This is an optimization exercise on Yosys and OpenROAD, whose aim is small area and a short achievable clock period, not a production implementation. Where RTL was checked, it was by simulation tests only, not by an equivalence proof against the original. Only the layout flow was run in run 1; the RTL was not checked for function there. Power and IR drop assume default switching activity.

==> flow/design.v, too long to show whole: its modules and the start of the top module <==
// module alu_d: 3887 lines
module alu_d #(parameter N = 32)
(
  input clk, rst,
  input [1:0] inp_valid,
  input mode,
  input [3:0] cmd,
  input ce, cin,
  input [N-1:0] opa, opb,
  output reg err, g, l, e,
  output oflow, cout,
  output [(2*N-1):0] res
);
  // ...
==> flow/flow/run.sh <==
#!/bin/bash
# The standard layout, with the port buffers made of a plain buffer cell
# (buf_2) instead of the delay-cell buffers buffer_ports picks by default,
# and timing repair aimed at a larger setup slack.
set -o pipefail
export BUFFER_PORTS_ARGS="-buffer_cell sky130_fd_sc_hd__buf_2"
export SETUP_SLACK_MARGIN=6
bash standard.sh > standard.log 2>&1
==> flow/standard.sh <==
#!/bin/bash
# synth_recipe.tcl (not shown) runs the flow's synth.tcl, then flattens the netlist and writes it again
# the make line also repeats each setting of config.mk as NAME=value (left out here)
make -C /OpenROAD-flow-scripts/flow DESIGN_CONFIG=/design/flow/config.mk WORK_HOME=/design/flow/orfs CLKGATE_MAP_FILE= SYNTH_SCRIPT=/design/flow/synth_recipe.tcl "${@:-finish}"
==> flow/config.mk <==
export PLATFORM = sky130hd
export DESIGN_NAME = alu_d
export DESIGN_NICKNAME = alu_d
export VERILOG_FILES = /design/flow/design.v
export SDC_FILE = /design/flow/constraint.sdc
export NUM_CORES = 4
export LEC_CHECK = 0
export ABC_AREA = 1
export CAP_MARGIN = 20
export CORE_MARGIN = 2
export CORE_UTILIZATION = 40
export CTS_CLUSTER_DIAMETER = 60
export CTS_CLUSTER_SIZE = 10
export PLACE_DENSITY = 0.75
export SLEW_MARGIN = 20
==> flow/constraint.sdc <==
create_clock -name core_clock -period 11.0 [get_ports {clk}]
set_input_delay 2.2000 -clock core_clock [delete_from_list [all_inputs] [get_ports {clk}]]
set_output_delay 2.2000 -clock core_clock [all_outputs]
set_load 0.01 [all_outputs]
==> flow_summary_export.csv, run 1 <==
group,metric,value,unit
power_and_ir_drop,p_total,6.27,mW
synth,synth_xor_area_share,12.9,%
final_layout,n_all_inverters,653,
final_layout,drive_above_1_share,10.8,%
power_and_ir_drop,p_per_area,157,nW/µm²
die,dieArea,93000,µm²
final_layout,multi_input_area,27600,µm²
synth,synth_compound_area_share,13.6,%
worst_setup_path,endpoint,"res[0]",
sta,fin_ws,6.07,ns
worst_setup_path,cpMostUsedCell,"nand2_8",
worst_setup_path,crit_chain,"nand2_1 -> nor2_4 -> nand2_2 -> nor3_4 -> nand2_8 -> nand2_8 -> ha_4 -> buf_12 -> a22o_1 -> buf_2",
die,ios,145,
status,status,"finished clean",
global_route,met1_usage,36.5,%
cts,hold_buffers,0,
worst_setup_path,r2r-start,"dneg[0]",
sta,hold_slack,0.399,ns
final_layout,largest_register_ffs,64,
route,wl,142000,µm
worst_setup_path,cp_top_family,"simple AND/OR/NAND/NOR gates",
cts,post_cts_buffers,6,
global_route,grt_max_degree,36,
worst_setup_path,worstSetupStartpointType,"flop",
worst_setup_path,cp-end-kind,"output pin",
final_layout,clk_share,3.00,%
synth,ys_seq_area_share,14.8,%
die,num_tap_cells,1176,
cts,clk_latency,0.61,ns
sta,max_slew.worst_pin.slew,1.04,ns
synth,synth_commonest_cells,"645 x nand2_1, 584 x inv_1, 543 x o22ai_1",
final_layout,final_common_cell,"nand2_1",
synth,syn_avg_cell_area,8.09,µm²
power_and_ir_drop,powerClk,1.19,mW
route,num_vias,34200,
synth,async_flop_share,0,%
sta,slew_headroom,30.7,%
==> run 2: changes to the inputs <==
--- a/flow/design.v
+++ b/flow/design.v
@@ -3403,39 +3403,146 @@
   assign p1630 = pp[16][30] ^ s1441;
   assign s1628 = p1630 ^ k1439;
   assign k1629 = (pp[16][30] & s1441) | (p1630 & k1439);
   assign p1633 = ~dneg[15] ^ pp[16][31];
   assign s1631 = p1633 ^ k1442;
   assign k1632 = (~dneg[15] & pp[16][31]) | (p1633 & k1442);
   wire [63:0] ts = {s1631, s1628, s1625, s1622, s1619, s1616, s1613, s1610, s1607, s1604, s1601, s1598, s1595, s1592, s1589, s1586, s1583, s1580, s1577, s1574, s1571, s1568, s1565, s1562, s1559, s1556, s1553, s1550, s1547, s1544, s1541, s1538, s1535, s1532, s1529, s1526, s1523, s1520, s1517, s1514, s1511, s1508, s1505, s1502, s1499, s1496, s1493, s1490, s1487, s1484, s1481, s1478, s1475, s1472, s1469, s1466, s1463, s1460, s1457, s1454, s1451, s1448, s1445, pp[0][0]};
   wire [63:0] tc = {k1629, k1626, k1623, k1620, k1617, k1614, k1611, k1608, k1605, k1602, k1599, k1596, k1593, k1590, k1587, k1584, k1581, k1578, k1575, k1572, k1569, k1566, k1563, k1560, k1557, k1554, k1551, k1548, k1545, k1542, k1539, k1536, k1533, k1530, k1527, k1524, k1521, k1518, k1515, k1512, k1509, k1506, k1503, k1500, k1497, k1494, k1491, k1488, k1485, k1482, k1479, k1476, k1473, k1470, k1467, k1464, k1461, k1458, k1455, k1452, k1449, k1446, k1444, s1443};
+  wire [63:0] lp_p = ts ^ tc;
+  wire [63:0] lp_g = ts & tc;
+  wire lg0_1 = lp_g[1] | (lp_p[1] & lp_g[0]);
+  wire lq0_1 = lp_p[1] & lp_p[0];
+  wire lg0_3 = lp_g[3] | (lp_p[3] & lp_g[2]);
+  wire lq0_3 = lp_p[3] & lp_p[2];
+  wire lg0_5 = lp_g[5] | (lp_p[5] & lp_g[4]);
+  wire lq0_5 = lp_p[5] & lp_p[4];
+  wire lg0_7 = lp_g[7] | (lp_p[7] & lp_g[6]);
+  wire lq0_7 = lp_p[7] & lp_p[6];
+  wire lg0_9 = lp_g[9] | (lp_p[9] & lp_g[8]);
+  wire lq0_9 = lp_p[9] & lp_p[8];
+  wire lg0_11 = lp_g[11] | (lp_p[11] & lp_g[10]);
+  wire lq0_11 = lp_p[11] & lp_p[10];
+  wire lg0_13 = lp_g[13] | (lp_p[13] & lp_g[12]);
+  wire lq0_13 = lp_p[13] & lp_p[12];
+  wire lg0_15 = lp_g[15] | (lp_p[15] & lp_g[14]);
+  wire lq0_15 = lp_p[15] & lp_p[14];
+  wire lg0_17 = lp_g[17] | (lp_p[17] & lp_g[16]);
+  wire lq0_17 = lp_p[17] & lp_p[16];
+  wire lg0_19 = lp_g[19] | (lp_p[19] & lp_g[18]);
+  wire lq0_19 = lp_p[19] & lp_p[18];
+  wire lg1_2 = lp_g[2] | (lp_p[2] & lg0_1);
+  wire lq1_2 = lp_p[2] & lq0_1;
+  wire lg1_3 = lg0_3 | (lq0_3 & lg0_1);
+  wire lq1_3 = lq0_3 & lq0_1;
+  wire lg1_6 = lp_g[6] | (lp_p[6] & lg0_5);
+  wire lq1_6 = lp_p[6] & lq0_5;
+  wire lg1_7 = lg0_7 | (lq0_7 & lg0_5);
+  wire lq1_7 = lq0_7 & lq0_5;
+  wire lg1_10 = lp_g[10] | (lp_p[10] & lg0_9);
+  wire lq1_10 = lp_p[10] & lq0_9;
+  wire lg1_11 = lg0_11 | (lq0_11 & lg0_9);
+  wire lq1_11 = lq0_11 & lq0_9;
+  wire lg1_14 = lp_g[14] | (lp_p[14] & lg0_13);
+  wire lq1_14 = lp_p[14] & lq0_13;
+  wire lg1_15 = lg0_15 | (lq0_15 & lg0_13);
+  wire lq1_15 = lq0_15 & lq0_13;
+  wire lg1_18 = lp_g[18] | (lp_p[18] & lg0_17);
+  wire lq1_18 = lp_p[18] & lq0_17;
+  wire lg1_19 = lg0_19 | (lq0_19 & lg0_17);
+  wire lq1_19 = lq0_19 & lq0_17;
+  wire lg2_4 = lp_g[4] | (lp_p[4] & lg1_3);
+  wire lq2_4 = lp_p[4] & lq1_3;
+  wire lg2_5 = lg0_5 | (lq0_5 & lg1_3);
+  wire lq2_5 = lq0_5 & lq1_3;
+  wire lg2_6 = lg1_6 | (lq1_6 & lg1_3);
+  wire lq2_6 = lq1_6 & lq1_3;
+  wire lg2_7 = lg1_7 | (lq1_7 & lg1_3);
+  wire lq2_7 = lq1_7 & lq1_3;
+  wire lg2_12 = lp_g[12] | (lp_p[12] & lg1_11);
+  wire lq2_12 = lp_p[12] & lq1_11;
+  wire lg2_13 = lg0_13 | (lq0_13 & lg1_11);
+  wire lq2_13 = lq0_13 & lq1_11;
+  wire lg2_14 = lg1_14 | (lq1_14 & lg1_11);
+  wire lq2_14 = lq1_14 & lq1_11;
+  wire lg2_15 = lg1_15 | (lq1_15 & lg1_11);
+  wire lq2_15 = lq1_15 & lq1_11;
+  wire lg3_8 = lp_g[8] | (lp_p[8] & lg2_7);
+  wire lq3_8 = lp_p[8] & lq2_7;
+  wire lg3_9 = lg0_9 | (lq0_9 & lg2_7);
+  wire lq3_9 = lq0_9 & lq2_7;
+  wire lg3_10 = lg1_10 | (lq1_10 & lg2_7);
+  wire lq3_10 = lq1_10 & lq2_7;
+  wire lg3_11 = lg1_11 | (lq1_11 & lg2_7);
+  wire lq3_11 = lq1_11 & lq2_7;
+  wire lg3_12 = lg2_12 | (lq2_12 & lg2_7);
+  wire lq3_12 = lq2_12 & lq2_7;
+  wire lg3_13 = lg2_13 | (lq2_13 & lg2_7);
+  wire lq3_13 = lq2_13 & lq2_7;
+  wire lg3_14 = lg2_14 | (lq2_14 & lg2_7);
+  wire lq3_14 = lq2_14 & lq2_7;
+  wire lg3_15 = lg2_15 | (lq2_15 & lg2_7);
+  wire lq3_15 = lq2_15 & lq2_7;
+  wire lg4_16 = lp_g[16] | (lp_p[16] & lg3_15);
+  wire lq4_16 = lp_p[16] & lq3_15;
+  wire lg4_17 = lg0_17 | (lq0_17 & lg3_15);
+  wire lq4_17 = lq0_17 & lq3_15;
+  wire lg4_18 = lg1_18 | (lq1_18 & lg3_15);
+  wire lq4_18 = lq1_18 & lq3_15;
+  wire lg4_19 = lg1_19 | (lq1_19 & lg3_15);
+  wire lq4_19 = lq1_19 & lq3_15;
+  wire [19:0] lo_t;
+  assign lo_t[0] = lp_p[0];
+  assign lo_t[1] = lp_p[1] ^ lp_g[0];
+  assign lo_t[2] = lp_p[2] ^ lg0_1;
+  assign lo_t[3] = lp_p[3] ^ lg1_2;
+  assign lo_t[4] = lp_p[4] ^ lg1_3;
+  assign lo_t[5] = lp_p[5] ^ lg2_4;
+  assign lo_t[6] = lp_p[6] ^ lg2_5;
+  assign lo_t[7] = lp_p[7] ^ lg2_6;
+  assign lo_t[8] = lp_p[8] ^ lg2_7;
+  assign lo_t[9] = lp_p[9] ^ lg3_8;
+  assign lo_t[10] = lp_p[10] ^ lg3_9;
+  assign lo_t[11] = lp_p[11] ^ lg3_10;
+  assign lo_t[12] = lp_p[12] ^ lg3_11;
+  assign lo_t[13] = lp_p[13] ^ lg3_12;
+  assign lo_t[14] = lp_p[14] ^ lg3_13;
+  assign lo_t[15] = lp_p[15] ^ lg3_14;
+  assign lo_t[16] = lp_p[16] ^ lg3_15;
+  assign lo_t[17] = lp_p[17] ^ lg4_16;
+  assign lo_t[18] = lp_p[18] ^ lg4_17;
+  assign lo_t[19] = lp_p[19] ^ lg4_18;
+  wire [63:0] lo_s = {lp_p[63:20], lo_t};
+  wire [63:0] lo_c = {lp_g[63:20], lg4_19, 19'b0};
   wire nr = ~rst;
   reg [63:0] s_r, c_r;
   reg o_lo, o_hi, o_t32, o_mul, o_ext, o_cout, o_subov, o_sov, o_sova;
   always @(posedge clk) begin
-    s_r <= ts ^ tc;
-    c_r <= ts & tc;
+    s_r <= lo_s;
+    c_r <= lo_c;
     o_lo    <= sel_lo & nr;
     o_hi    <= sel_hi & nr;
     o_t32   <= sel_t32 & nr;
     o_mul   <= sel_mul & nr;
     o_ext   <= sel_ext & nr;
     o_cout  <= sel_cout & nr;
     o_subov <= sel_subov & nr;
     o_sov   <= sel_sov & nr;
     o_sova  <= a_r[N-1];
     g     <= g_r & nr;
     l     <= l_r & nr;
     e     <= e_r & nr;
     err   <= err_r & nr;
   end
-  wire [63:0] t;
-  wire [63:0] pg_p = s_r;
-  wire [63:0] pg_g = c_r;
+  wire [63:0] hs_r = {s_r[63:20], 20'b0};
+  wire [63:0] hc_r = {c_r[63:19], 19'b0};
+  wire [63:0] th;
+  wire [63:0] pg_p = hs_r;
+  wire [63:0] pg_g = hc_r;
   wire sg0_1 = pg_g[1] | (pg_p[1] & pg_g[0]);
   wire sp0_1 = pg_p[1] & pg_p[0];
   wire sg0_3 = pg_g[3] | (pg_p[3] & pg_g[2]);
   wire sp0_3 = pg_p[3] & pg_p[2];
   wire sg0_5 = pg_g[5] | (pg_p[5] & pg_g[4]);
   wire sp0_5 = pg_p[5] & pg_p[4];
   wire sg0_7 = pg_g[7] | (pg_p[7] & pg_g[6]);
   wire sp0_7 = pg_p[7] & pg_p[6];
@@ -3810,78 +3917,79 @@
   wire sg5_60 = sg4_60 | (sp4_60 & sg4_31);
   wire sp5_60 = sp4_60 & sp4_31;
   wire sg5_61 = sg4_61 | (sp4_61 & sg4_31);
   wire sp5_61 = sp4_61 & sp4_31;
   wire sg5_62 = sg4_62 | (sp4_62 & sg4_31);
   wire sp5_62 = sp4_62 & sp4_31;
   wire sg5_63 = sg4_63 | (sp4_63 & sg4_31);
   wire sp5_63 = sp4_63 & sp4_31;
-  assign t[0] = pg_p[0];
-  assign t[1] = pg_p[1] ^ pg_g[0];
-  assign t[2] = pg_p[2] ^ sg0_1;
-  assign t[3] = pg_p[3] ^ sg1_2;
-  assign t[4] = pg_p[4] ^ sg1_3;
-  assign t[5] = pg_p[5] ^ sg2_4;
-  assign t[6] = pg_p[6] ^ sg2_5;
-  assign t[7] = pg_p[7] ^ sg2_6;
-  assign t[8] = pg_p[8] ^ sg2_7;
-  assign t[9] = pg_p[9] ^ sg3_8;
-  assign t[10] = pg_p[10] ^ sg3_9;
-  assign t[11] = pg_p[11] ^ sg3_10;
-  assign t[12] = pg_p[12] ^ sg3_11;
-  assign t[13] = pg_p[13] ^ sg3_12;
-  assign t[14] = pg_p[14] ^ sg3_13;
-  assign t[15] = pg_p[15] ^ sg3_14;
-  assign t[16] = pg_p[16] ^ sg3_15;
-  assign t[17] = pg_p[17] ^ sg4_16;
-  assign t[18] = pg_p[18] ^ sg4_17;
-  assign t[19] = pg_p[19] ^ sg4_18;
-  assign t[20] = pg_p[20] ^ sg4_19;
-  assign t[21] = pg_p[21] ^ sg4_20;
-  assign t[22] = pg_p[22] ^ sg4_21;
-  assign t[23] = pg_p[23] ^ sg4_22;
-  assign t[24] = pg_p[24] ^ sg4_23;
-  assign t[25] = pg_p[25] ^ sg4_24;
-  assign t[26] = pg_p[26] ^ sg4_25;
-  assign t[27] = pg_p[27] ^ sg4_26;
-  assign t[28] = pg_p[28] ^ sg4_27;
-  assign t[29] = pg_p[29] ^ sg4_28;
-  assign t[30] = pg_p[30] ^ sg4_29;
-  assign t[31] = pg_p[31] ^ sg4_30;
-  assign t[32] = pg_p[32] ^ sg4_31;
-  assign t[33] = pg_p[33] ^ sg5_32;
-  assign t[34] = pg_p[34] ^ sg5_33;
-  assign t[35] = pg_p[35] ^ sg5_34;
-  assign t[36] = pg_p[36] ^ sg5_35;
-  assign t[37] = pg_p[37] ^ sg5_36;
-  assign t[38] = pg_p[38] ^ sg5_37;
-  assign t[39] = pg_p[39] ^ sg5_38;
-  assign t[40] = pg_p[40] ^ sg5_39;
-  assign t[41] = pg_p[41] ^ sg5_40;
-  assign t[42] = pg_p[42] ^ sg5_41;
-  assign t[43] = pg_p[43] ^ sg5_42;
-  assign t[44] = pg_p[44] ^ sg5_43;
-  assign t[45] = pg_p[45] ^ sg5_44;
-  assign t[46] = pg_p[46] ^ sg5_45;
-  assign t[47] = pg_p[47] ^ sg5_46;
-  assign t[48] = pg_p[48] ^ sg5_47;
-  assign t[49] = pg_p[49] ^ sg5_48;
-  assign t[50] = pg_p[50] ^ sg5_49;
-  assign t[51] = pg_p[51] ^ sg5_50;
-  assign t[52] = pg_p[52] ^ sg5_51;
-  assign t[53] = pg_p[53] ^ sg5_52;
-  assign t[54] = pg_p[54] ^ sg5_53;
-  assign t[55] = pg_p[55] ^ sg5_54;
-  assign t[56] = pg_p[56] ^ sg5_55;
-  assign t[57] = pg_p[57] ^ sg5_56;
-  assign t[58] = pg_p[58] ^ sg5_57;
-  assign t[59] = pg_p[59] ^ sg5_58;
-  assign t[60] = pg_p[60] ^ sg5_59;
-  assign t[61] = pg_p[61] ^ sg5_60;
-  assign t[62] = pg_p[62] ^ sg5_61;
-  assign t[63] = pg_p[63] ^ sg5_62;
+  assign th[0] = pg_p[0];
+  assign th[1] = pg_p[1] ^ pg_g[0];
+  assign th[2] = pg_p[2] ^ sg0_1;
+  assign th[3] = pg_p[3] ^ sg1_2;
+  assign th[4] = pg_p[4] ^ sg1_3;
+  assign th[5] = pg_p[5] ^ sg2_4;
+  assign th[6] = pg_p[6] ^ sg2_5;
+  assign th[7] = pg_p[7] ^ sg2_6;
+  assign th[8] = pg_p[8] ^ sg2_7;
+  assign th[9] = pg_p[9] ^ sg3_8;
+  assign th[10] = pg_p[10] ^ sg3_9;
+  assign th[11] = pg_p[11] ^ sg3_10;
+  assign th[12] = pg_p[12] ^ sg3_11;
+  assign th[13] = pg_p[13] ^ sg3_12;
+  assign th[14] = pg_p[14] ^ sg3_13;
+  assign th[15] = pg_p[15] ^ sg3_14;
+  assign th[16] = pg_p[16] ^ sg3_15;
+  assign th[17] = pg_p[17] ^ sg4_16;
+  assign th[18] = pg_p[18] ^ sg4_17;
+  assign th[19] = pg_p[19] ^ sg4_18;
+  assign th[20] = pg_p[20] ^ sg4_19;
+  assign th[21] = pg_p[21] ^ sg4_20;
+  assign th[22] = pg_p[22] ^ sg4_21;
+  assign th[23] = pg_p[23] ^ sg4_22;
+  assign th[24] = pg_p[24] ^ sg4_23;
+  assign th[25] = pg_p[25] ^ sg4_24;
+  assign th[26] = pg_p[26] ^ sg4_25;
+  assign th[27] = pg_p[27] ^ sg4_26;
+  assign th[28] = pg_p[28] ^ sg4_27;
+  assign th[29] = pg_p[29] ^ sg4_28;
+  assign th[30] = pg_p[30] ^ sg4_29;
+  assign th[31] = pg_p[31] ^ sg4_30;
+  assign th[32] = pg_p[32] ^ sg4_31;
+  assign th[33] = pg_p[33] ^ sg5_32;
+  assign th[34] = pg_p[34] ^ sg5_33;
+  assign th[35] = pg_p[35] ^ sg5_34;
+  assign th[36] = pg_p[36] ^ sg5_35;
+  assign th[37] = pg_p[37] ^ sg5_36;
+  assign th[38] = pg_p[38] ^ sg5_37;
+  assign th[39] = pg_p[39] ^ sg5_38;
+  assign th[40] = pg_p[40] ^ sg5_39;
+  assign th[41] = pg_p[41] ^ sg5_40;
+  assign th[42] = pg_p[42] ^ sg5_41;
+  assign th[43] = pg_p[43] ^ sg5_42;
+  assign th[44] = pg_p[44] ^ sg5_43;
+  assign th[45] = pg_p[45] ^ sg5_44;
+  assign th[46] = pg_p[46] ^ sg5_45;
+  assign th[47] = pg_p[47] ^ sg5_46;
+  assign th[48] = pg_p[48] ^ sg5_47;
+  assign th[49] = pg_p[49] ^ sg5_48;
+  assign th[50] = pg_p[50] ^ sg5_49;
+  assign th[51] = pg_p[51] ^ sg5_50;
+  assign th[52] = pg_p[52] ^ sg5_51;
+  assign th[53] = pg_p[53] ^ sg5_52;
+  assign th[54] = pg_p[54] ^ sg5_53;
+  assign th[55] = pg_p[55] ^ sg5_54;
+  assign th[56] = pg_p[56] ^ sg5_55;
+  assign th[57] = pg_p[57] ^ sg5_56;
+  assign th[58] = pg_p[58] ^ sg5_57;
+  assign th[59] = pg_p[59] ^ sg5_58;
+  assign th[60] = pg_p[60] ^ sg5_59;
+  assign th[61] = pg_p[61] ^ sg5_60;
+  assign th[62] = pg_p[62] ^ sg5_61;
+  assign th[63] = pg_p[63] ^ sg5_62;
+  wire [63:0] t = {th[63:20], s_r[19:0]};
   assign res[31:0]  = ({32{o_lo}} & t[31:0]) | ({32{o_hi}} & t[63:32]);
   assign res[32]    = o_t32 & t[32];
   assign res[63:33] = ({31{o_mul}} & t[63:33]) | ({31{o_ext}} & {31{t[32]}});
   assign cout  = o_cout & t[32];
   assign oflow = (o_subov & t[32]) | (o_sov & (t[31] ^ o_sova));
 endmodule
==> flow/flow/run.sh (replaced) <==
#!/bin/bash
# The standard layout, with the port buffers made of a plain buffer cell
# (buf_2) instead of the delay-cell buffers buffer_ports picks by default,
# and timing repair aimed at a larger setup slack.
set -o pipefail
export BUFFER_PORTS_ARGS="-buffer_cell sky130_fd_sc_hd__buf_2"
export SETUP_SLACK_MARGIN=6.25
bash standard.sh > standard.log 2>&1
==> flow/config.mk (replaced) <==
export PLATFORM = sky130hd
export DESIGN_NAME = alu_d
export DESIGN_NICKNAME = alu_d
export VERILOG_FILES = /design/flow/design.v
export SDC_FILE = /design/flow/constraint.sdc
export NUM_CORES = 4
export LEC_CHECK = 0
export ABC_AREA = 1
export CAP_MARGIN = 20
export CORE_MARGIN = 2
export CORE_UTILIZATION = 40
export CTS_BUF_LIST = sky130_fd_sc_hd__clkbuf_8
export CTS_CLUSTER_DIAMETER = 60
export CTS_CLUSTER_SIZE = 10
export PLACE_DENSITY = 0.6
export SLEW_MARGIN = 20
==> run 2 against run 1 <==
Setup slack better by 0.20 ns. Register-to-register slack better by 0.23 ns. Largest cell class unchanged. Still clean. First-iteration DRC count decreased by 7.9%. Critical endpoint is now res[51]. Via count fell by 1.8%. Cell area up 1.8%. Clock skew grew 0.017 ns. Sequential share of layout area fell by 1.0 points. Critical path type unchanged.
==> flow_summary_export.csv, run 2 <==
group,metric,value,unit
status,status,"finished clean",
die,ios,145,
synth,synthFlopType,"dfxtp_1",
sta,finalCriticalPeriod,4.73,ns
final_layout,largest_register_ffs,64,
cts,clk_pin_slew_worst_paths,0.07,ns
synth,syn_nets,5224,
synth,ys_seq_area_share,13.8,%
synth,synth_edf_count,0,
flow_run,drv_cap,0,
synth,netlist_top_cells_area,"fa_1 28%, dfxtp_1 14%, xor2_1 13%, o22ai_1 9.5%, nand2_1 7.1%",
route,wl_met3,19800,µm
sta,rsz0062_at_grt,"yes",
cts,cts-buffers-inserted,37,
global_route,grt_pass1_vias,32700,
synth,synth_area,36000,µm²
global_route,grt_pass1_wl,216000,µm
route,drc_errors,0,
synth,synth_cell_types,54,
synth,synth_cells,4476,
power_and_ir_drop,p_per_area,151,nW/µm²
die,die_w,304,µm
worst_setup_path,required,8.80,ns
die,num_rows,110,
route,wl_met1,57300,µm
global_route,grt_usage,31.1,%
sta,finalSetupViolCount,0,
synth,syn_avg_cell_area,8.05,µm²
final_layout,final_common_cell,"nand2_1",
sta,max_slew.worst_pin.slew,1.12,ns
final_layout,syn_to_final_growth,12.6,%
final_layout,nNetsFinal,5236,
cts,clock-sinks,249,
sta,fin_tns_setup,0,ns
worst_setup_path,crit_type,"reg -> out",
route,wire_per_inst,26.1,µm
route,antenna_left,0,
cts,tritoncts,"yes",
cts,hold_buffers,0,
worst_setup_path,cp-end-kind,"output pin",
synth,ys_seq_elements,249,
route,avgViaCountPerCell,5.90,
die,start_util,40.2,%
die,dieArea,92400,µm²
die,coreArea,89600,µm²
sta,drv_slew,0,
place,gp_congestion,0.987,
worst_setup_path,r2r_slack,6.31,ns
route,num_vias,33500,
synth,netlist.area_leader.share,28.1,%
die,die_h,304,µm
power_and_ir_drop,power_leakage,17.0,nW
final_layout,largestRegisters,"s_r x64, c_r x44, b_r x33",
final_layout,largest-register,"s_r",
cts,clk_latency,0.66,ns
synth,synth_commonest_cells,"685 x nand2_1, 578 x inv_1, 546 x o22ai_1",
synth,async_flop_share,0,%
power_and_ir_drop,peakVddDrop,0.000101,V
cts,htree_levels,2,
sta,fin_crit_sh,43.0,%
worst_setup_path,critPathMaxFanout,8,
sta,finalHoldViolations,0,
synth,synth_warnings,1,
route,route.met2.wl,62400,µm
sta,hold_slack,0.401,ns
final_layout,drive_above_1_share,14.9,%
sta,slew_headroom,25.4,%
worst_setup_path,worstSetupStartpointType,"flop",
synth,yosysMostFrequentCell,"nand2_1",
place,io_buffers,144,
route,dr.pass1.iters,6,
place,dp_hpwl,103000,µm
cts,clockBufferDepth,3,
global_route,grt_max_degree,35,
sta,max_freq,0.211,GHz
synth,synth_area_leader_cell,"fa_1",
hold_path,hold_class,"reg -> reg",
route,wl,148000,µm
route,drt_iter0_markers,4471,
sta,finClkSkew,0.0370,ns
final_layout,final_cell_mix,"589 x nand2_1, 573 x inv_1, 535 x xor2_1",
global_route,grt_overflow,0,
global_route,grt_antenna_before_repair,4,
worst_setup_path,arrival,2.53,ns
route,highest_layer,"met5",
cts,ctsRootBufferMaster,"clkbuf_8",
-- run 2: cell types whose count changed after synthesis, moves of 6 or more --
cell,before,now
nand3b_1,8,19
o211ai_1,50,6
nor3_1,42,13
inv_1,584,578
a21oi_1,83,71
o21ai_1,17,7
o21ai_0,37,44
buf_6,0,7
nor2_1,200,207
nand2_1,645,685
nand3_1,289,304
dfxtp_1,268,249
xor2_1,533,542
a31o_2,11,3
-- run 2: through the flow --
| stage | cells | total power, mW | util, % | setup WS, ns | cell area [µm²] |
|---|---|---|---|---|---|
| 2_1_floorplan | 4476 | 3.63 | - | 6.25 | 36000 |
| 3_3_place_gp | 5572 | 4.74 | 41.9 | 5.66 | 37600 |
| 3_5_place_dp | 5572 | 4.80 | 41.9 | 5.61 | 37600 |
| 4_1_cts | 5657 | 5.85 | 43.7 | 6.20 | 39100 |
| 5_1_grt | 5682 | 6.66 | 45.3 | 6.21 | 40600 |
| 6_report | 5682 | 6.14 | 45.3 | 6.27 | 40600 |
-- run 2: worst max-delay path, stage by stage, from the launching register on --
cell and delay (ns):
dfxtp_2 0.34, nand2_2 0.06, nand2_2 0.07, nand2_2 0.09
nand2_4 0.07, a21oi_4 0.14, nand2_4 0.09, buf_12 0.16
ha_4 0.29, buf_12 0.15, nand2_8 0.12, nand2_4 0.15
buf_6 0.11
-- run 2: final timing paths --
kind         depth (start not counted)       to  startpoint
max                                 12  res[51]     s_r[25]
min                                  2        l         l_r
max reg2reg                         12  s_r[28]     dneg[1]
min reg2reg                          2        l         l_r
-- run 2: layout make-up --
class	instances	area, µm²
Multi-Input combinational cell	3269	28300
Fill cell	8856	49000
Inverter	645	2500
Clock buffer	38	523
Sequential cell	249	5080
Antenna cell	1	2.50
Clock inverter	18	198
Timing Repair Buffer	286	2460
Tap cell	1176	1470
-- run 2: timing repair --
action,in CTS,in global routing
buffers inserted,23,21
endpoints found under the hold margin,0,0
resized for setup,162,327
endpoints found under the setup margin,121,94
pin swaps,29,67
cloned,6,3
-- run 2: logic make-up (layout without fill, tap and decap cells) --
logic type                 Yosys count  after routing  synth area share [%]
xor gates and xnor gates           544            544                  13.2
and+or+nand+nor                   1318           1323                  15.9
adders and majority gates          673            673                  33.9
buffers and inverters              963            987                  10.5
DFF                                249            249                  13.8
AOI/OAI and AO/OA                  729            729                  12.6
other                                0              1                     0
-- run 2: layer usage --
metal | global-route usage [%] | vias to the layer above
li1 | - | 14500
met1 | 41.0 | 16000
met2 | 45.3 | 2443
met3 | 10.2 | 499
met4 | 15.7 | 6
met5 | 1.19 | -
-- run 2: report_power, final --
group	switching [mW]	total [mW]	internal, mW
registers	0.192	1.36	1.17
clock network	0.409	0.807	0.398
logic	2.44	3.98	1.53
total	3.04	6.14	3.10
==> run 3: changes to the inputs <==
--- a/flow/flow/run.sh
+++ b/flow/flow/run.sh
@@ -5,4 +5,4 @@
 set -o pipefail
 export BUFFER_PORTS_ARGS="-buffer_cell sky130_fd_sc_hd__buf_2"
-export SETUP_SLACK_MARGIN=6.25
+export SETUP_SLACK_MARGIN=6
 bash standard.sh > standard.log 2>&1
--- a/flow/config.mk
+++ b/flow/config.mk
@@ -12,5 +12,5 @@
 export CTS_BUF_LIST = sky130_fd_sc_hd__clkbuf_8
 export CTS_CLUSTER_DIAMETER = 60
-export CTS_CLUSTER_SIZE = 10
+export CTS_CLUSTER_SIZE = 14
 export PLACE_DENSITY = 0.6
 export SLEW_MARGIN = 20
==> run 3 against run 2 <==
Cell area shrank 4.4%. Hold slack got worse by 0.0060 ns. First-iteration DRC count decreased by 7.1%. Highest routed layer unchanged.
==> flow_summary_export.csv, run 3 <==
group,metric,value,unit
route,wl,144000,µm
place,place_inst,5568,
hold_path,hold_class,"reg -> reg",
route,wire_per_inst,25.6,µm
power_and_ir_drop,combPwrFrac,64.3,%
power_and_ir_drop,peakVddDrop,0.000120,V
sta,rsz0062_at_grt,"yes",
synth,synth_warnings,1,
power_and_ir_drop,p_seq_share,22.9,%
global_route,grt_pass1_wl,211000,µm
final_layout,largest-register,"s_r",
global_route,grt_max_degree,35,
die,die_w,304,µm
worst_setup_path,crit_type,"reg -> out",
sta,fin_ws,6.04,ns
final_layout,syn_to_final_growth,7.68,%
synth,synth_xor_area_share,13.2,%
synth,synthFlopType,"dfxtp_1",
synth,yosys.area_share.simple,15.9,%
sta,finalSetupViolCount,0,
worst_setup_path,arrival,2.76,ns
cts,tritoncts,"yes",
final_layout,nNetsFinal,5189,
power_and_ir_drop,p_int,2.88,mW
cts,clk_pin_slew_worst_paths,0.09,ns
cts,hold_buffers,0,
sta,finalHoldViolations,0,
die,dieArea,92400,µm²
global_route,grt_overflow,0,
place,io_buffers,144,
synth,muxShareOfSynthArea,0,%
die,die_h,304,µm
cts,htree_levels,1,
die,start_util,40.2,%
worst_setup_path,required,8.80,ns
final_layout,nFillCells,9017,
synth,synth_commonest_cells,"685 x nand2_1, 578 x inv_1, 546 x o22ai_1",
place,place_ws,5.25,ns
final_layout,instances_no_fill,5639,
route,avgViaCountPerCell,5.87,
synth,netlist_top_cells_area,"fa_1 28%, dfxtp_1 14%, xor2_1 13%, o22ai_1 9.5%, nand2_1 7.1%",
worst_setup_path,cp_slowest_stage_delay,0.35,ns
synth,synth_area,36000,µm²
route,num_vias,33100,
synth,synth_compound_area_share,12.6,%
synth,synthAdderAreaFrac,33.9,%
status,status,"finished clean",
cts,ctsRootBufferMaster,"clkbuf_8",
synth,synth_cell_types,54,
final_layout,seq_area,5020,µm²
route,drt_iter0_markers,4155,
sta,fin_crit_sh,45.1,%
sta,drv_slew,0,
power_and_ir_drop,swShare,50.0,%
route,drc_errors,0,
final_layout,multi_input_area,27500,µm²
synth,syn_avg_cell_area,8.05,µm²
global_route,grt_usage,30.3,%
synth,synth_edf_count,0,
flow_run,drv_cap,0,
route,antenna_left,0,
synth,netlist.area_leader.share,28.1,%
sta,finClkSkew,0.0340,ns
final_layout,utilization,43.3,%
synth,synth_area_leader_cell,"fa_1",
route,dr.pass1.iters,6,
sta,slew_headroom,30.2,%
final_layout,drive_above_1_share,10.1,%
sta,finalCriticalPeriod,4.96,ns
synth,synth_cells,4476,
worst_setup_path,crit_chain,"nand2_2 -> inv_1 -> nand2_1 -> nand2_2 -> a21oi_2 -> nand2_4 -> buf_12 -> ha_4 -> nor2_4 -> xor2_2 -> buf_4 -> o21ai_0 -> buf_2",
sta,max_freq,0.201,GHz
synth,synth_top_family_by_area,"adder cells",
worst_setup_path,crit_slowest_cell,"dfxtp_1",
synth,ys_seq_elements,249,
place,dp_hpwl,102000,µm
synth,async_flop_share,0,%
power_and_ir_drop,p_per_area,148,nW/µm²
synth,yosysMostFrequentCell,"nand2_1",
worst_setup_path,worstSetupStartpointType,"flop",
worst_setup_path,critPathMaxFanout,8,
cts,clk_latency,0.70,ns
global_route,grt_pass1_vias,32400,
place,gp_congestion,0.948,
synth,ys_seq_area_share,13.8,%
sta,fin_tns_setup,0,ns
worst_setup_path,cp-end-kind,"output pin",
die,num_rows,110,
die,ios,145,
final_layout,final_common_cell,"nand2_1",
die,coreArea,89600,µm²
final_layout,final_cell_mix,"671 x nand2_1, 576 x inv_1, 546 x o22ai_1",
cts,clockBufferDepth,3,
global_route,grt_antenna_before_repair,5,
cts,clock-sinks,249,
power_and_ir_drop,p_clk_share,12.8,%
power_and_ir_drop,power_leakage,16.4,nW
final_layout,largest_register_ffs,64,
final_layout,largestRegisters,"s_r x64, c_r x44, b_r x33",
cts,cts-buffers-inserted,31,
sta,max_slew.worst_pin.slew,1.04,ns
synth,syn_nets,5224,
worst_setup_path,critical_path_buf_inv_count,4,
worst_setup_path,cpMostUsedCell,"nand2_2",
power_and_ir_drop,p_switching,2.88,mW
worst_setup_path,cp_top_family,"buffers and inverters",
==> run 3: cell counts after synthesis <==
No cell type changed its count.
==> run 3: cell families (layout without fill, tap and decap cells) <==
family | count (synthesis) | after routing
adders and majority gates | 673 | 673
and+or+nand+nor | 1318 | 1319
DFF | 249 | 249
AOI/OAI and AO/OA | 729 | 729
buffers and inverters | 963 | 947
other | 0 | 2
xor gates and xnor gates | 544 | 544
==> run 3: cell type report <==
class,instances,area share (%)
Sequential cell,249,12.9
Clock buffer,32,1.14
Tap cell,1176,3.79
Timing Repair Buffer,249,4.25
Antenna cell,2,0.0129
Multi-Input combinational cell,3265,70.9
Clock inverter,21,0.542
Inverter,645,6.37
==> run 3: per-stage QoR <==
step,total power [mW],hold WS [ns],instance area [µm²]
2_1_floorplan,3.63,0.329,36000
3_3_place_gp,4.72,0.392,37500
3_5_place_dp,4.79,0.392,37500
4_1_cts,5.61,0.400,38400
5_1_grt,6.26,0.421,38800
6_report,5.75,0.395,38800
==> run 3: worst min-delay path, stage by stage (launching register included) <==
cell and delay (ns):
dfxtp_1 0.30, inv_1 0.04, nor2_1 0.03
==> run 3: path summary, 6_finish.rpt <==
| path | start | slack [ns] | end | cells after the start |
|---|---|---|---|---|
| max | s_r[27] | 6.04 | res[33] | 13 |
| min | sel_t32 | 0.40 | o_t32 | 2 |
| max reg2reg | dtwo[5] | 6.10 | s_r[37] | 12 |
| min reg2reg | sel_t32 | 0.40 | o_t32 | 2 |
==> run 3: metal layers <==
| metal | up-vias | track usage [%] | part of all wire, % |
|---|---|---|---|
| li1 | 14400 | - | - |
| met1 | 15900 | 40.1 | 39 |
| met2 | 2266 | 45.5 | 43 |
| met3 | 483 | 8.83 | 13 |
| met4 | 4 | 14.0 | 5.5 |
| met5 | - | 0 | 0.022 |
==> run 3: power groups by stage <==
stage	Combinational (mW)	Sequential, mW	Clock [mW]
after floorplan	2.37	1.25	0
after global placement	3.40	1.32	0
after detailed placement	3.47	1.32	0
after CTS	3.55	1.30	0.759
after global routing	4.14	1.33	0.788
final	3.70	1.31	0.738
==> run 3: repair_timing <==
item | 4_1_cts | 5_1_grt
pin swaps | 1 | 7
gates cloned | 0 | 3
buffers inserted | 9 | 4
endpoints found under the hold margin | 0 | 0
resized for setup | 54 | 79
endpoints found under the setup margin | 123 | 63
==> run 4: changes to the inputs <==
--- a/flow/config.mk
+++ b/flow/config.mk
@@ -9,8 +9,8 @@
 export CAP_MARGIN = 20
 export CORE_MARGIN = 2
-export CORE_UTILIZATION = 40
+export CORE_UTILIZATION = 50
 export CTS_BUF_LIST = sky130_fd_sc_hd__clkbuf_8
 export CTS_CLUSTER_DIAMETER = 60
-export CTS_CLUSTER_SIZE = 14
+export CTS_CLUSTER_SIZE = 10
 export PLACE_DENSITY = 0.6
 export SLEW_MARGIN = 20
==> run 4 against run 3 <==
Sequential share of layout area hardly changed. Wire length shrank 0.85%. Die area fell by 20%. Via count is 0.27% higher. Critical path type unchanged. First-iteration DRC count fell by 5.4%. Critical endpoint is now res[29]. Clock power grew 18%. Cell count shrank 3.6%. Combinational power is 5.4% lower. Total power fell by 1.2%. Cell area hardly changed.
==> flow_summary_export.csv, run 4 <==
group,metric,value,unit
sta,finalHoldViolations,0,
die,coreArea,71400,µm²
final_layout,nNetsFinal,5213,
synth,synth_edf_count,0,
route,wire_per_inst,26.3,µm
hold_path,hold_class,"reg -> reg",
synth,yosys.area_share.simple,15.9,%
route,wl,143000,µm
power_and_ir_drop,swShare,48.0,%
final_layout,final_cell_mix,"673 x nand2_1, 570 x inv_1, 545 x o22ai_1",
final_layout,drive_above_1_share,10.7,%
worst_setup_path,worstSetupStartpointType,"flop",
final_layout,largest-register,"s_r",
route,avgViaCountPerCell,6.10,
worst_setup_path,cp_slowest_stage_delay,0.34,ns
sta,finalCriticalPeriod,4.97,ns
synth,synth_commonest_cells,"685 x nand2_1, 578 x inv_1, 546 x o22ai_1",
synth,ys_seq_area_share,13.8,%
power_and_ir_drop,p_per_area,147,nW/µm²
synth,synth_top_family_by_area,"adder cells",
die,start_util,50.5,%
final_layout,nFillCells,6905,
synth,async_flop_share,0,%
die,die_w,272,µm
worst_setup_path,arrival,2.77,ns
global_route,grt_usage,38.0,%
route,drc_errors,0,
worst_setup_path,cp-end-kind,"output pin",
die,die_h,272,µm
cts,cts-buffers-inserted,37,
power_and_ir_drop,p_int,2.96,mW
power_and_ir_drop,p_switching,2.73,mW
worst_setup_path,crit_type,"reg -> out",
power_and_ir_drop,power_leakage,16.5,nW
synth,syn_avg_cell_area,8.05,µm²
final_layout,largestRegisters,"s_r x64, c_r x44, b_r x33",
sta,drv_slew,0,
final_layout,syn_to_final_growth,7.60,%
global_route,grt_pass1_wl,210000,µm
synth,synth_area,36000,µm²
synth,synthAdderAreaFrac,33.9,%
route,drt_iter0_markers,3930,
global_route,grt_max_degree,35,
synth,synth_xor_area_share,13.2,%
cts,clock-sinks,249,
route,antenna_left,0,
global_route,grt_overflow,0,
worst_setup_path,crit_slowest_cell,"dfxtp_1",
cts,ctsRootBufferMaster,"clkbuf_8",
cts,hold_buffers,0,
synth,synth_area_leader_cell,"fa_1",
synth,synthFlopType,"dfxtp_1",
power_and_ir_drop,peakVddDrop,0.000103,V
synth,yosysMostFrequentCell,"nand2_1",
sta,rsz0062_at_grt,"yes",
synth,netlist_top_cells_area,"fa_1 28%, dfxtp_1 14%, xor2_1 13%, o22ai_1 9.5%, nand2_1 7.1%",
worst_setup_path,cpMostUsedCell,"nand2_1",
sta,max_freq,0.201,GHz
sta,finalSetupViolCount,0,
flow_run,drv_cap,0,
synth,muxShareOfSynthArea,0,%
sta,slew_headroom,31.1,%
die,dieArea,74200,µm²
power_and_ir_drop,combPwrFrac,61.6,%
synth,synth_warnings,1,
synth,synth_cells,4476,
sta,fin_tns_setup,0,ns
synth,synth_cell_types,54,
place,placed_area,37200,µm²
global_route,grt_pass1_vias,32800,
route,num_vias,33200,
cts,htree_levels,2,
cts,tritoncts,"yes",
power_and_ir_drop,p_clk_share,15.3,%
worst_setup_path,required,8.80,ns
cts,clk_pin_slew_worst_paths,0.07,ns
place,gp_congestion,0.984,
synth,netlist.area_leader.share,28.1,%
power_and_ir_drop,p_total,5.68,mW
final_layout,post-route-cell-area,38700,µm²
cts,clk_latency,0.65,ns
power_and_ir_drop,p_seq_share,23.1,%
die,num_rows,98,
synth,ys_seq_elements,249,
final_layout,final_common_cell,"nand2_1",
cts,clockBufferDepth,3,
die,ios,145,
synth,synth_compound_area_share,12.6,%
sta,max_slew.worst_pin.slew,1.03,ns
global_route,grt_antenna_before_repair,3,
route,dr.pass1.iters,6,
worst_setup_path,crit_chain,"nand2_1 -> inv_1 -> nand2_1 -> nand2_1 -> nand2_1 -> nand2_1 -> a21oi_1 -> nand3_1 -> nand2_1 -> nand3_1 -> nand2_1 -> buf_2",
status,status,"finished clean",
place,io_buffers,144,
sta,finClkSkew,0.0527,ns
worst_setup_path,critPathMaxFanout,8,
sta,fin_crit_sh,45.2,%
synth,syn_nets,5224,
place,dp_hpwl,99600,µm
final_layout,largest_register_ffs,64,
-- run 4: cell counts after synthesis --
No cell type changed its count.
-- run 4: stage by stage --
| step | instances | setup WS, ns | util, % | hold WS (ns) |
|---|---|---|---|---|
| global route | 5435 | 5.92 | 54.3 | 0.421 |
| detailed placement | 5332 | 5.02 | 52.1 | 0.396 |
| CTS | 5391 | 5.99 | 53.5 | 0.398 |
| floorplan | 4476 | 6.22 | - | 0.329 |
| global placement | 5332 | 5.17 | 52.1 | 0.392 |
| finish | 5436 | 6.03 | 54.3 | 0.395 |
-- run 4: cell type report --
type / instances / area (µm²) / area share (%)
clock buffer: 41 / 564 / 1.46
inverter: 645 / 2510 / 6.48
sequential: 249 / 5020 / 13.0
multi-input combinational: 3267 / 27500 / 71.0
clock inverter: 17 / 231 / 0.597
antenna: 2 / 5.00 / 0.0129
timing repair inverter: 1 / 7.51 / 0.0194
timing repair buffer: 264 / 1710 / 4.42
tap: 950 / 1190 / 3.07
-- run 4: worst max-delay path, delay by kind of cell (launching register included) --
| kind | cells | cell delay, ns |
|---|---|---|
| AND/OR/NAND/NOR | 9 | 1.24 |
| AO/OA/AOI/OAI | 1 | 0.30 |
| buffers and inverters | 2 | 0.24 |
| flip-flops | 1 | 0.34 |
-- run 4: final timing paths --
| kind | from | to | slack (ns) | cells past startpoint |
|---|---|---|---|---|
| setup / recovery | s_r[51] | res[29] | 6.03 | 12 |
| hold / removal | sel_subov | o_subov | 0.39 | 2 |
| setup reg to reg | dneg[9] | s_r[36] | 6.10 | 12 |
| hold reg to reg | sel_subov | o_subov | 0.39 | 2 |
-- run 4: layer usage --
| layer | global-route usage, % | part of all wire (%) | vias up |
|---|---|---|---|
| li1 | - | - | 14500 |
| met1 | 48.9 | 38 | 15800 |
| met2 | 55.5 | 42 | 2390 |
| met3 | 11.5 | 13 | 514 |
| met4 | 24.6 | 7.6 | 0 |
| met5 | 0.193 | 0 | - |
-- run 4: cells by family (layout without fill, tap and decap cells) --
logic type | count (synthesis) | after routing
adders and majority gates | 673 | 673
buffers and inverters | 963 | 968
DFF | 249 | 249
AOI/OAI and AO/OA | 729 | 729
xor gates and xnor gates | 544 | 544
other | 0 | 2
and+or+nand+nor | 1318 | 1321
-- run 4: timing repair --
action | in CTS | in global routing
resized for setup | 55 | 81
cloned | 1 | 3
setup buffers | 0 | 40
hold endpoints to repair | 0 | 0
endpoints found under the setup margin | 128 | 85
pin swaps | 3 | 10
-- run 4: power groups by stage --
stage,Sequential [mW],Clock (mW),Combinational [mW]
after floorplan,1.25,0,2.37
after global placement,1.32,0,3.27
after detailed placement,1.32,0,3.33
after CTS,1.30,0.889,3.40
after global routing,1.33,0.925,3.97
final,1.31,0.871,3.50
==> run 5: changes to the inputs <==
--- a/flow/config.mk
+++ b/flow/config.mk
@@ -9,5 +9,5 @@
 export CAP_MARGIN = 20
 export CORE_MARGIN = 2
-export CORE_UTILIZATION = 50
+export CORE_UTILIZATION = 40
 export CTS_BUF_LIST = sky130_fd_sc_hd__clkbuf_8
 export CTS_CLUSTER_DIAMETER = 60
==> run 5 against run 4 <==
Clock skew shrank 0.0095 ns. Cell count grew 3.8%. Flip-flop and latch count stayed put. Wire length is 0.74% higher. Hold slack improved by 0.0053 ns. Total power is 2.2% higher. Non-clock buffer count down 21. Die area is 25% higher. Via count down 0.53%. Critical path type unchanged. Critical endpoint is now res[12]. Largest cell class unchanged. Highest routed layer is now met5.
==> flow_summary_export.csv, run 5 <==
group,metric,value,unit
status,status,"finished clean",
hold_path,hp-start,"sel_t32",
global_route,grt_pass1_vias,32500,
power_and_ir_drop,p_per_area,150,nW/µm²
route,highest_layer,"met5",
die,start_util,40.2,%
worst_setup_path,required,8.80,ns
synth,netlist.area_leader.share,28.1,%
cts,htree_levels,2,
route,dr.pass1.iters,6,
final_layout,nFillCells,8995,
final_layout,final_cell_mix,"678 x nand2_1, 575 x inv_1, 546 x o22ai_1",
cts,cts-buffers-inserted,38,
route,route.met2.wl,61400,µm
synth,ys_seq_elements,249,
place,dp_hpwl,102000,µm
route,drt_iter0_markers,4271,
synth,async_flop_share,0,%
cts,clock-sinks,249,
synth,synth_edf_count,0,
worst_setup_path,cp-end-kind,"output pin",
sta,rsz0062_at_grt,"yes",
worst_setup_path,crit_type,"reg -> out",
flow_run,drv_cap,0,
cts,tritoncts,"yes",
synth,synth_commonest_cells,"685 x nand2_1, 578 x inv_1, 546 x o22ai_1",
die,num_rows,110,
final_layout,final_common_cell,"nand2_1",
power_and_ir_drop,peakVddDrop,0.000116,V
die,die_w,304,µm
power_and_ir_drop,power_leakage,16.4,nW
worst_setup_path,critPathMaxFanout,31,
sta,drv_slew,0,
sta,max_slew.worst_pin.slew,0.983,ns
route,num_vias,33000,
sta,fin_crit_sh,44.9,%
synth,ys_seq_area_share,13.8,%
worst_setup_path,arrival,2.74,ns
sta,max_freq,0.202,GHz
route,wl_met3,18500,µm
hold_path,holdPathStages,2,
worst_setup_path,rr_worst_depth,11,
cts,ctsRootBufferMaster,"clkbuf_8",
final_layout,largest_register_ffs,64,
worst_setup_path,cp_slowest_stage_delay,0.39,ns
global_route,grt_antenna_before_repair,4,
hold_path,holdPathEnd,"o_t32",
global_route,grt_overflow,0,
global_route,grt_usage,30.4,%
worst_setup_path,crit_chain,"nand2_2 -> nor2_2 -> and2_1 -> nand2_1 -> nand2_1 -> buf_12 -> nand3_1 -> nand3_1 -> nand3_1 -> nand2_1 -> buf_2",
final_layout,largestRegisters,"s_r x64, c_r x44, b_r x33",
die,coreArea,89600,µm²
final_layout,largest-register,"s_r",
power_and_ir_drop,p_total,5.81,mW
die,die_h,304,µm
sta,finalSetupViolCount,0,
global_route,grt_pass1_wl,211000,µm
sta,finalHoldViolations,0,
route,wl,144000,µm
route,antenna_left,0,
worst_setup_path,crit_slowest_cell,"dfxtp_1",
sta,fin_tns_setup,0,ns
sta,finalCriticalPeriod,4.94,ns
worst_setup_path,crit_start,"s_r[27]",
synth,synth_cell_types,54,
die,dieArea,92400,µm²
synth,synthFlopType,"dfxtp_1",
route,avgViaCountPerCell,5.85,
final_layout,syn_to_final_growth,7.54,%
sta,finClkSkew,0.0432,ns
place,place_inst,5568,
cts,clk_pin_slew_worst_paths,0.07,ns
synth,synth_cells,4476,
worst_setup_path,r2r-start,"dneg[4]",
worst_setup_path,r2r_slack,6.08,ns
final_layout,nNetsFinal,5190,
final_layout,instances_no_fill,5640,
route,drc_errors,0,
synth,netlist_top_cells_area,"fa_1 28%, dfxtp_1 14%, xor2_1 13%, o22ai_1 9.5%, nand2_1 7.1%",
synth,synth_area_leader_cell,"fa_1",
worst_setup_path,worstSetupStartpointType,"flop",
cts,clk_latency,0.66,ns
synth,yosysMostFrequentCell,"nand2_1",
global_route,grt_max_degree,35,
place,gp_congestion,0.948,
route,wl_met1,56100,µm
worst_setup_path,reg2reg_to,"s_r[39]",
cts,clockBufferDepth,3,
route,wire_per_inst,25.5,µm
synth,synth_warnings,1,
place,io_buffers,144,
synth,syn_avg_cell_area,8.05,µm²
hold_path,hold_class,"reg -> reg",
die,ios,145,
sta,fin_ws,6.06,ns
final_layout,drive_above_1_share,9.82,%
synth,synth_area,36000,µm²
place,place_ws,5.25,ns
synth,syn_nets,5224,
sta,slew_headroom,34.3,%
run 5: cell counts after synthesis:
Identical to the previous run, type by type.
run 5: worst max-delay path by stage:
stage / to / slack (ns) / depth (start not counted)
5_1_grt: res[22] / 5.96 / 12
3_3_place_gp: s_r[16] / 5.30 / 19
4_1_cts: res[19] / 6.00 / 13
6_report: res[12] / 6.06 / 11
3_5_place_dp: s_r[16] / 5.25 / 19
2_1_floorplan: s_r[37] / 6.22 / 12
run 5: final cells by class:
cell class                      instances  area, µm²  share of cell area [%]
Antenna cell                            3       7.51                  0.0194
Clock buffer                           43        592                    1.53
Clock inverter                         16        165                   0.426
Inverter                              645       2470                    6.37
Multi-Input combinational cell       3265      27400                    70.9
Sequential cell                       249       5020                    13.0
Tap cell                             1176       1470                    3.80
Timing Repair Buffer                  243       1560                    4.04
run 5: report_power, final:
part           switching (mW)  internal, mW
clock network           0.426         0.412
registers               0.160          1.15
logic                    2.28          1.39
total                    2.86          2.95
run 5: timing repair:
action / CTS / global route
hold buffers: 0 / 0
cloned: 0 / 1
endpoints found under the setup margin: 121 / 54
buffers inserted: 4 / 5
resized for setup: 47 / 61
pin swaps: 1 / 2
run 5: through the flow:
stage | instance area [µm²] | util (%) | hold WS [ns]
global placement | 37500 | 41.9 | 0.392
CTS | 38500 | 43.0 | 0.408
detailed placement | 37500 | 41.9 | 0.392
finish | 38700 | 43.2 | 0.400
global route | 38700 | 43.2 | 0.426
floorplan | 36000 | - | 0.329
run 5: logic make-up (layout without fill, tap and decap cells):
family / after synthesis / after routing / synth area share (%)
AOI/OAI and AO/OA: 729 / 729 / 12.6
xor gates and xnor gates: 544 / 544 / 13.2
adders and majority gates: 673 / 673 / 33.9
buffers and inverters: 963 / 947 / 10.5
DFF: 249 / 249 / 13.8
other: 0 / 3 / 0
and+or+nand+nor: 1318 / 1319 / 15.9
run 5: layer usage:
metal / vias up / global-route usage [%]
met4: 2 / 14.4
met5: - / 0
met1: 15800 / 39.7
met2: 2303 / 45.6
li1: 14400 / -
met3: 479 / 9.42
run 5: worst max-delay path: cells and delay by family, from the launching register on:
kind | cells | cell delay (ns)
simple gates | 9 | 1.34
buf+inv | 2 | 0.37
flops | 1 | 0.39
==> run 6: changes to the inputs <==
--- a/flow/config.mk
+++ b/flow/config.mk
@@ -7,5 +7,5 @@
 export LEC_CHECK = 0
 export ABC_AREA = 1
-export CAP_MARGIN = 20
+export CAP_MARGIN = 0
 export CORE_MARGIN = 2
 export CORE_UTILIZATION = 40
@@ -14,3 +14,3 @@
 export CTS_CLUSTER_SIZE = 10
 export PLACE_DENSITY = 0.6
-export SLEW_MARGIN = 20
+export SLEW_MARGIN = 0
==> run 6 against run 5 <==
Global-route usage did not move. Register-to-register slack hardly changed. Sequential power about the same. Total power did not move. Die area unchanged. Largest power group unchanged. Still clean on timing, DRC and antenna. Synthesized area did not move. Clock power barely moved. Largest cell class unchanged. Cell area unchanged. Sequential share of layout area stayed put. Hold slack unchanged. Wire length is the same.
==> flow_summary_export.csv, run 6 <==
group,metric,value,unit
power_and_ir_drop,peakVddDrop,0.000116,V
hold_path,hold_class,"reg -> reg",
final_layout,post-route-cell-area,38700,µm²
sta,max_slew.worst_pin.slew,0.983,ns
global_route,grt_pass1_wl,211000,µm
sta,max_freq,0.202,GHz
final_layout,drive_above_1_share,9.82,%
die,dieArea,92400,µm²
route,avgViaCountPerCell,5.85,
synth,synth_cells,4476,
synth,synthFlopType,"dfxtp_1",
synth,synth_edf_count,0,
die,die_h,304,µm
worst_setup_path,cp_top_family,"simple AND/OR/NAND/NOR gates",
synth,synth_area_leader_cell,"fa_1",
sta,finalCriticalPeriod,4.94,ns
sta,finClkSkew,0.0432,ns
worst_setup_path,arrival,2.74,ns
worst_setup_path,r2r-start,"dneg[4]",
cts,clk_pin_slew_worst_paths,0.07,ns
worst_setup_path,critical_path_buf_inv_count,2,
worst_setup_path,cp_slowest_stage_delay,0.39,ns
final_layout,syn_to_final_growth,7.54,%
route,wl,144000,µm
final_layout,final_common_cell,"nand2_1",
worst_setup_path,worstSetupStartpointType,"flop",
final_layout,nNetsFinal,5190,
cts,hold_buffers,0,
synth,synth_cell_types,54,
synth,syn_avg_cell_area,8.05,µm²
power_and_ir_drop,power_leakage,16.4,nW
route,num_vias,33000,
final_layout,largestRegisters,"s_r x64, c_r x44, b_r x33",
worst_setup_path,crit_type,"reg -> out",
final_layout,largest_register_ffs,64,
power_and_ir_drop,p_per_area,150,nW/µm²
place,io_buffers,144,
sta,finalHoldViolations,0,
cts,cts-buffers-inserted,38,
cts,htree_levels,2,
place,dp_hpwl,102000,µm
synth,ys_seq_area_share,13.8,%
cts,ctsRootBufferMaster,"clkbuf_8",
global_route,grt_max_degree,35,
flow_run,drv_cap,0,
sta,drv_slew,0,
synth,synth_commonest_cells,"685 x nand2_1, 578 x inv_1, 546 x o22ai_1",
die,ios,145,
place,placed_area,37500,µm²
synth,async_flop_share,0,%
synth,synth_area,36000,µm²
worst_setup_path,endpoint,"res[12]",
sta,hold_slack,0.400,ns
global_route,grt_antenna_before_repair,4,
global_route,grt_pass1_vias,32500,
synth,netlist.area_leader.share,28.1,%
final_layout,final_cell_mix,"678 x nand2_1, 575 x inv_1, 546 x o22ai_1",
synth,syn_nets,5224,
die,num_rows,110,
worst_setup_path,r2r_slack,6.08,ns
final_layout,largest-register,"s_r",
synth,netlist_top_cells_area,"fa_1 28%, dfxtp_1 14%, xor2_1 13%, o22ai_1 9.5%, nand2_1 7.1%",
global_route,grt_usage,30.4,%
worst_setup_path,crit_chain,"nand2_2 -> nor2_2 -> and2_1 -> nand2_1 -> nand2_1 -> buf_12 -> nand3_1 -> nand3_1 -> nand3_1 -> nand2_1 -> buf_2",
die,start_util,40.2,%
cts,clock-sinks,249,
sta,slew_headroom,34.3,%
route,drc_errors,0,
worst_setup_path,rr_worst_depth,11,
worst_setup_path,crit_slowest_cell,"dfxtp_1",
synth,ys_seq_elements,249,
cts,clockBufferDepth,3,
die,die_w,304,µm
sta,rsz0062_at_grt,"yes",
place,gp_congestion,0.948,
worst_setup_path,critPathMaxFanout,31,
worst_setup_path,cp_num_cells,11,
sta,finalSetupViolCount,0,
synth,yosysMostFrequentCell,"nand2_1",
synth,synth_warnings,1,
route,wire_per_inst,25.5,µm
cts,clk_latency,0.66,ns
status,status,"finished clean",
global_route,grt_overflow,0,
cts,tritoncts,"yes",
route,dr.pass1.iters,6,
route,antenna_left,0,
sta,fin_crit_sh,44.9,%
sta,fin_tns_setup,0,ns
worst_setup_path,cp-end-kind,"output pin",
worst_setup_path,reg2reg_to,"s_r[39]",
worst_setup_path,crit_start,"s_r[27]",
route,drt_iter0_markers,4271,
die,coreArea,89600,µm²
worst_setup_path,required,8.80,ns
==> run 6: worst min path at each step <==
stage / startpoint / end / depth (start not counted)
after global placement: sel_subov / o_subov / 2
after CTS: sel_sov / o_sov / 2
after global routing: sel_sov / o_sov / 2
after detailed placement: sel_t32 / o_t32 / 2
after floorplan: a_r[31] / o_sova / 0
final: sel_t32 / o_t32 / 2
==> run 6: kinds of logic (layout without fill, tap and decap cells) <==
group / count (synthesis) / after routing / synth area share (%)
compound gates: 729 / 729 / 12.6
xor+xnor: 544 / 544 / 13.2
fa+ha+maj: 673 / 673 / 33.9
buf+inv: 963 / 947 / 10.5
flops: 249 / 249 / 13.8
other cells: 0 / 3 / 0
simple gates: 1318 / 1319 / 15.9
==> run 6: area by class of cell <==
| cell class | count | area, µm² |
|---|---|---|
| inverter | 645 | 2470 |
| timing repair buffer | 243 | 1560 |
| clock buffer | 43 | 592 |
| tap | 1176 | 1470 |
| sequential | 249 | 5020 |
| fill | 8995 | 50900 |
| clock inverter | 16 | 165 |
| multi-input combinational | 3265 | 27400 |
| antenna | 3 | 7.51 |
==> run 6: per-layer routing <==
metal | track usage (%) | part of all wire, %
met5 | 0 | 0.012
met4 | 14.4 | 5.6
met3 | 9.42 | 13
met2 | 45.6 | 43
met1 | 39.7 | 39
==> run 6: stage by stage <==
stage,total power [mW],utilization [%],cells,worst slack [ns]
3_3_place_gp,4.72,41.9,5568,5.30
4_1_cts,5.70,43.0,5631,6.00
2_1_floorplan,3.63,-,4476,6.22
3_5_place_dp,4.79,41.9,5568,5.25
5_1_grt,6.31,43.2,5639,5.96
6_report,5.81,43.2,5640,6.06
==> run 6: what timing repair did <==
item / in CTS / in global routing
pin swaps: 1 / 2
setup buffers: 4 / 5
setup endpoints to repair: 121 / 54
gates resized for setup: 47 / 61
cloned: 0 / 1
==> run 6: where the power goes <==
group / total (mW) / leakage, nW / internal, mW / switching (mW)
logic: 3.66 / 13.9 / 1.39 / 2.28
clock network: 0.838 / 0.393 / 0.412 / 0.426
registers: 1.31 / 2.07 / 1.15 / 0.160
==> run 6: worst min-delay path: cells and delay by family, from the launching register on <==
| kind | cells | cell delay, ns |
|---|---|---|
| flip-flops | 1 | 0.30 |
| buffers and inverters | 1 | 0.04 |
| AND/OR/NAND/NOR | 1 | 0.03 |

re-timing with driven ports:
No port has a modelled driver above. Below, the same layouts with a new extraction and two added sets of constraints.
Step 1 (the two cells are an assumption about what drives the block):
set clk [get_ports {clk}]
set_driving_cell -lib_cell sky130_fd_sc_hd__clkbuf_16 $clk
set_driving_cell -lib_cell sky130_fd_sc_hd__buf_2 [delete_from_list [all_inputs] $clk]
Step 2 adds t to the input delays and takes it off the output delays; t is the mean of the earliest and latest rising clock arrival at the registers after step 1. Input paths then give back, and output paths get back, about the clock's delay inside the block.
a / b / c = ideal / step 1 / step 2; a / b = the first two.
| run | t, ns | setup slack, ns | worst setup path after step 2 | slew at the worst register clock pin (ns) | worst data-port slew with drivers (ns) |
|---|---|---|---|---|---|
| run 1 | 0.655 | 6.068 / 6.009 / 5.721 | input to register | 0.06 / 0.06 | 0.05 |
| run 2 | 0.702 | 6.271 / 6.209 / 5.775 | input to register | 0.08 / 0.08 | 0.05 |
| run 3 | 0.741 | 6.037 / 5.978 / 5.839 | input to register | 0.10 / 0.10 | 0.07 |
| run 4 | 0.690 | 6.030 / 5.961 / 5.793 | input to register | 0.07 / 0.07 | 0.05 |
| run 5 | 0.695 | 6.060 / 5.999 / 5.851 | input to register | 0.08 / 0.08 | 0.07 |
| run 6 | 0.695 | 6.060 / 5.999 / 5.851 | input to register | 0.08 / 0.08 | 0.07 |
After both steps setup and hold are still met in every run listed. The setup slack of run 2, which loses most, moves by -0.062 ns with the drivers and by -0.496 ns with both steps.
